Source: an optimization exercise on an open RTL-to-GDS flow (aim: small area and a short achievable clock period). Production flows keep margins and buffers that such runs may drop.
The RTL was checked by simulation tests, not by an equivalence proof against the original design.
Power and IR drop assume default switching activity.

== build 56 ==
## lcdTimCtrlCore
    module lcdTimCtrlCore #
    (
        parameter integer C_HOR_WIDTH = 12,
        parameter integer C_VER_WIDTH = 12
    )
    (
        output reg oHSynch,
        output reg oVSynch,
        output reg oEnVideo,
        output wire [C_HOR_WIDTH - 1 : 0] oHAddr,
        output wire [C_VER_WIDTH - 1 : 0] oVAddr,
        input wire [C_HOR_WIDTH - 1 : 0] iHWidth,
        input wire [C_HOR_WIDTH - 1 : 0] iHBackPorch,
        input wire [C_HOR_WIDTH - 1 : 0] iHFrontPorch,
        input wire [C_HOR_WIDTH - 1 : 0] iHResolution,
        input wire iHPolarity,
        input wire [C_VER_WIDTH - 1 : 0] iVWidth,
        input wire [C_VER_WIDTH - 1 : 0] iVBackPorch,
        input wire [C_VER_WIDTH - 1 : 0] iVFrontPorch,
        input wire [C_VER_WIDTH - 1 : 0] iVResolution,
        input wire iVPolarity,
        input wire iEnVideoPolarity,
        input wire iClkPixel,
        input wire iRst,
        input wire iEn
    );
==> flow/config.mk <==
export PLATFORM = sky130hd
export DESIGN_NAME = lcdTimCtrlCore
export DESIGN_NICKNAME = lcdTimCtrlCore
export VERILOG_FILES = /design/flow/design.v
export SDC_FILE = /design/flow/constraint.sdc
export NUM_CORES = 4
export LEC_CHECK = 0
export CAP_MARGIN = 20
export CORE_MARGIN = 2
export CORE_UTILIZATION = 40
export SETUP_SLACK_MARGIN = 5
export SLEW_MARGIN = 20
export TNS_END_PERCENT = 0
==> flow/constraint.sdc <==
create_clock -name core_clock -period 11.0 [get_ports {iClkPixel}]
set_input_delay 2.2000 -clock core_clock [delete_from_list [all_inputs] [get_ports {iClkPixel}]]
set_output_delay 2.2000 -clock core_clock [all_outputs]
set_load 0.01 [all_outputs]
run.sh (not shown) runs the stock make flow with config.mk's settings and CLKGATE_MAP_FILE= SYNTH_SCRIPT=/design/flow/synth_recipe.tcl, a recipe that flattens the netlist after the stock synthesis.
For build 98, these inputs were changed with respect to build 56:
Settings: removing SETUP_SLACK_MARGIN (formerly 5).
==> flow/flow/run.sh (new file) <==
#!/bin/bash
# Own flow: the standard layout (standard.sh) with these changes:
#  - the port buffers are small buffers (buf_1) instead of the default delay cells;
#  - the timing repair aims for more setup slack than the clock needs;
#  - clock tree synthesis inserts no dummy loads.
# Each ORFS step writes its full log under orfs/logs/.
export BUFFER_PORTS_ARGS="-buffer_cell sky130_fd_sc_hd__buf_1"
export SETUP_SLACK_MARGIN=8.2
export CTS_ARGS="-sink_clustering_enable -repair_clock_nets -dont_use_dummy_load"
bash standard.sh > standard.log 2>&1
==> flow/standard.sh (new file) <==
#!/bin/bash
# synth_recipe.tcl (not shown) runs the flow's synth.tcl, then flattens the netlist and writes it again
# the make line also repeats each setting of config.mk as NAME=value (left out here)
make -C /OpenROAD-flow-scripts/flow DESIGN_CONFIG=/design/flow/config.mk WORK_HOME=/design/flow/orfs CLKGATE_MAP_FILE= SYNTH_SCRIPT=/design/flow/synth_recipe.tcl "${@:-finish}"
removed: flow/run.sh
Findings:
[diff] register-to-register slack, build 98 relative to build 56: improvement
Looking at commonest non-fill, non-tap cell in the layout, the sky130_fd_sc_hd__buf_1 result is from build 98; the sky130_fd_sc_hd__clkdlybuf4s50_1 one comes from build 56.
A cell at the slowest stage of the critical path of sky130_fd_sc_hd__o21ai_2 is what build 56 shows, while sky130_fd_sc_hd__dfxtp_1 belongs to build 98.
In the tables for build 98 and build 56, path length in cells of the critical path reads lower with build 98.
Comparing build 98 with build 56, the number of buffers and inverters on the critical path came out essentially unchanged.
> inputs changed (build 98 -> build 37)
Settings: removing TNS_END_PERCENT (formerly 0).
--- a/flow/flow/run.sh
+++ b/flow/flow/run.sh
@@ -6,5 +6,5 @@
 # Each ORFS step writes its full log under orfs/logs/.
 export BUFFER_PORTS_ARGS="-buffer_cell sky130_fd_sc_hd__buf_1"
-export SETUP_SLACK_MARGIN=8.2
+export SETUP_SLACK_MARGIN=7.9
 export CTS_ARGS="-sink_clustering_enable -repair_clock_nets -dont_use_dummy_load"
 bash standard.sh > standard.log 2>&1
## What came out
Compared with build 98, build 37 shows a lower register clock-pin slew on the reported worst setup and hold paths. Build 37 against build 98: detailed route wirelength on metal3 fell about 25%, mean number of vias per cell shows an increase of 0.019, filler cell count went down by about 4%, portion of the clock cycle consumed by the worst path in the final layout rose by 0.32 points, highest clock rate saw a decrease. The flow did not stop early for build 37: all stages ran, and the layout cleared the timing, DRC and antenna checks. Wire: build 37 routes more than build 98. The higher count of vias placed by the detailed router of build 37 and build 98 is in build 37.
Modified inputs, build 39 compared to build 37
Settings: setting TNS_END_PERCENT to 0 for the first time.
--- a/flow/flow/run.sh
+++ b/flow/flow/run.sh
@@ -6,5 +6,5 @@
 # Each ORFS step writes its full log under orfs/logs/.
 export BUFFER_PORTS_ARGS="-buffer_cell sky130_fd_sc_hd__buf_1"
-export SETUP_SLACK_MARGIN=7.9
+export SETUP_SLACK_MARGIN=7.8
 export CTS_ARGS="-sink_clustering_enable -repair_clock_nets -dont_use_dummy_load"
 bash standard.sh > standard.log 2>&1
Re proportion of cell area occupied by multi-input gates: build 37 was higher than build 39.
What build 39 reported for total wirelength of the detailed-routed design has to be multiplied by 1.09 to get the figure for build 37.
Compared with build 37, cell-internal power in build 39 decreased by a few percent.
On sequential logic power, build 39 and build 37 are neck and neck.
Going from build 37 to build 39, layout clock buffer count shows no meaningful change, average routed wire per standard cell shows a reduction of 5.5%.
Comparing build 39 and build 37, fraction of power spent switching nets is higher on build 37.
On number of buffers created by CTS, build 39 tracks build 37 almost exactly.
First-pass GRT wire length ends up lower on build 39.
Build 39 reports a lower final cell count than build 37 does.
Side by side, number of post-CTS setup repair buffers turned out lower in build 39 than in build 37.
## Diff of input files: build 2 against build 39
--- a/flow/flow/run.sh
+++ b/flow/flow/run.sh
@@ -6,5 +6,5 @@
 # Each ORFS step writes its full log under orfs/logs/.
 export BUFFER_PORTS_ARGS="-buffer_cell sky130_fd_sc_hd__buf_1"
-export SETUP_SLACK_MARGIN=7.8
+export SETUP_SLACK_MARGIN=8.0
 export CTS_ARGS="-sink_clustering_enable -repair_clock_nets -dont_use_dummy_load"
 bash standard.sh > standard.log 2>&1
Results
Number of cells on the critical path was lower in the run labelled build 2.
Build 2 -> build 39: final-layout clock-cell area share flat
Changes observed in build 2 relative to build 39: met1 layer usage reported by global route did not really move, worst hold slack went up, power consumption went up, total wire length after detailed routing went up, share of the cycle needed by the critical path after routing went down.
Comparing build 2 and build 39, the lower relative contribution of the clock network to total power was measured on build 2.
Proportion of cell area occupied by registers (higher): build 39
Looking at build 2 and build 39, the total area of sequential cells is a wash.

-- static timing again, ports no longer ideal --
In the flow no input, the clock included, has a driving cell. The finished layouts below were timed again as built, in two steps.
Step 1, drivers: a clkbuf_16 drives iClkPixel and a buf_2 each remaining input, both assumed.
Step 2 moves the port delays by t, midway between the first and last clock arrival at a register: inputs arrive t later, outputs are due t later. That takes back most of the time a late clock gives input paths.
a / b / c = no drivers / after step 1 / after step 2; a / b = the first two.
run	shift t [ns]	setup WS [ns]	worst register clock-pin slew, ns	worst slew at a driven data input, ns	pins driven straight from the clock port
build 56	0.359	6.547 / 6.552 / 6.192	0.07 / 0.07	0.05	1
build 98	0.353	7.866 / 7.826 / 7.473	0.07 / 0.07	0.06	1
build 37	0.356	7.830 / 7.782 / 7.426	0.06 / 0.06	0.07	1
build 39	0.353	7.822 / 7.798 / 7.444	0.07 / 0.07	0.05	1
build 2	0.353	7.866 / 7.826 / 7.473	0.07 / 0.07	0.06	1
After both steps every run listed still meets setup and hold. For build 37, which loses most, drivers alone change the setup slack by -0.048 ns; drivers and shift together by -0.404 ns.
